Source: an optimization exercise on an open RTL-to-GDS flow (aim: small area). Production flows keep margins and buffers that such runs may drop. Where RTL was checked, it was by simulation tests only, not by an equivalence proof against the original.

== oak ==
==> flow/design.v (excerpt) <==
module top #(parameter N = 4) (
  input  wire           clk  ,
  input  wire           rst  ,
  input  wire           start,
  input  wire [8*N-1:0] a_in ,
  input  wire [8*N-1:0] w_in ,
  output wire [8*N-1:0] y_out,
  output wire           ready,
  output wire           done
);
clock: 5.0 ns
lec_check: 0
cap_margin: 20
core_margin: 2
core_utilization: 55
slew_margin: 20
synth_hierarchical: 1
standard.sh (not shown) runs the stock make flow with config.mk's settings and CLKGATE_MAP_FILE= SYNTH_SCRIPT=/design/flow/synth_recipe.tcl, a recipe that flattens the netlist after the stock synthesis.
==> flow/flow/run.sh <==
#!/bin/bash
# The standard layout, with the port buffers made from the smallest buffer.
set -euo pipefail
export BUFFER_PORTS_ARGS="-buffer_cell sky130_fd_sc_hd__buf_1"
bash standard.sh > standard.log 2>&1
oak went all the way through synthesis, placement and routing and the layout is clean on timing, DRC and antenna.
The inputs of pine differ from those of oak as listed below.
# oak
export LEC_CHECK = 0
export CAP_MARGIN = 20
export CORE_MARGIN = 2
export CORE_UTILIZATION = 55
export SLEW_MARGIN = 20
export SYNTH_HIERARCHICAL = 1
create_clock -name core_clock -period 5.0 [get_ports {clk}]
# pine
export LEC_CHECK = 0
export CAP_MARGIN = 20
export CORE_MARGIN = 2
export CORE_UTILIZATION = 65
export CTS_CLUSTER_DIAMETER = 100
export CTS_CLUSTER_SIZE = 22
export SLEW_MARGIN = 20
export SYNTH_HIERARCHICAL = 1
create_clock -name core_clock -period 5.0 [get_ports {clk}]
==> run notes <==
- Beginning of the critical path = dut.a2d2[6]: oak; beginning of the critical path = dut.a1d3[0]: pine
- The flow did not stop early for pine: all stages ran, and the layout cleared the timing, DRC and antenna checks.
- Going from oak to pine, worst hold slack increased by 0.010 ns relative to the old numbers, finished layout cell area dropped 3.6%, fmax now smaller.
Function was not checked in any run of this note: the RTL went through the layout flow alone.

========
top, a different RTL version from the one above (not shown whole).
Size: ~1300 cells after synthesis, about 300 flip-flops, roughly 100 I/O pins, ~17000 µm² of cells after synthesis.
make LEC_CHECK=0 CAP_MARGIN=20 CORE_MARGIN=2 CORE_UTILIZATION=55 CTS_CLUSTER_DIAMETER=100 CTS_CLUSTER_SIZE=22 SLEW_MARGIN=20 SYNTH_HIERARCHICAL=1 finish   # period 5.0 ns
run.sh (not shown) runs the stock make flow with config.mk's settings and CLKGATE_MAP_FILE= SYNTH_SCRIPT=/design/flow/synth_recipe.tcl, a recipe that flattens the netlist after the stock synthesis.
Stock flow here: none of the scripts above is used.
==> next run, changes <==
==> flow/flow/run.sh (new file) <==
#!/bin/bash
# The standard layout, with the port buffers made from the smallest buffer.
set -euo pipefail
export BUFFER_PORTS_ARGS="-buffer_cell sky130_fd_sc_hd__buf_1"
bash standard.sh > standard.log 2>&1
==> flow/standard.sh (new file) <==
#!/bin/bash
# synth_recipe.tcl (not shown) runs the flow's synth.tcl, then flattens the netlist and writes it again
# the make line also repeats each setting of config.mk as NAME=value (left out here)
make -C /OpenROAD-flow-scripts/flow DESIGN_CONFIG=/design/flow/config.mk WORK_HOME=/design/flow/orfs CLKGATE_MAP_FILE= SYNTH_SCRIPT=/design/flow/synth_recipe.tcl "${@:-finish}"
- CORE_UTILIZATION: 55 -> 65
removed: flow/run.sh
Effect:
- The new run passed the timing, DRC and antenna checks
- worst setup slack got worse by 0.074 ns
- design area is lower by 3.8%
- worst hold slack improves by 0.0056 ns
- critical path depth rose by 1
- count of clock-buffer cells in the layout does not change
- die area fell by 15%
- routed wire length falls by 2.1%
- final cell count fell by 3.5%
- synthesized area does not change

========
## v6
top with an RTL version that a note above also has.
Size: roughly 1700 cells after synthesis, about 300 flip-flops, about 100 I/O pins, roughly 21000 um^2 of cells after synthesis.
clock: 5.0 ns
lec_check: 0
cap_margin: 20
core_margin: 2
core_utilization: 55
cts_cluster_diameter: 100
cts_cluster_size: 22
slew_margin: 20
synth_hierarchical: 1
Stock flow here: none of the scripts above is used.
The flow did not stop early for v6: all stages ran, and the layout cleared the timing, DRC and antenna checks.
diff inputs: v6 => v7
- CTS_CLUSTER_DIAMETER now 150, was 100
- CTS_CLUSTER_SIZE now 30, was 22
[summary]
v7 went all the way through the flow, and no timing, DRC or antenna check failed.
v7 against v6: final instance area decreased by 0.35% relative to the old numbers, final period demand of the worst path decreased by 0.0080 ns relative to the old numbers.
Post-route met1 wirelength, v6 and v7, higher one = v6.
v7: overall routed net length is 370 um lower than what v6 reported.
~same net count of the finished layout in v6 and v7
Function was not checked in any run of this note: the RTL went through the layout flow alone.

## re-timing with driven ports
The flow's constraints put no driver on any port. The routed layouts listed below were extracted and timed again, unchanged, in two steps.
Step 1 assumes that a clkbuf_16 drives the clock port and a buf_2 every other input.
Step 2, shift: input delay + t, output delay - t, t = (earliest + latest rising clock arrival at the registers) / 2. This alone moves slack from input paths to output paths.
Three values: ideal ports, drivers, drivers and shift; two values: the first two.
run	shift t [ns]	setup slack, ns	worst data-port slew with drivers (ns)
oak	0.593	0.134 / 0.134 / 0.134	0.05
pine	0.568	0.102 / 0.102 / 0.102	0.04
the first run of note 2	0.564	0.289 / 0.289 / 0.289	0.04
the second run of note 2	0.552	0.215 / 0.215 / 0.215	0.05
v6	0.592	0.104 / 0.104 / 0.104	0.05
v7	0.567	0.111 / 0.111 / 0.111	0.04
After both steps setup and hold are still met in every run listed.
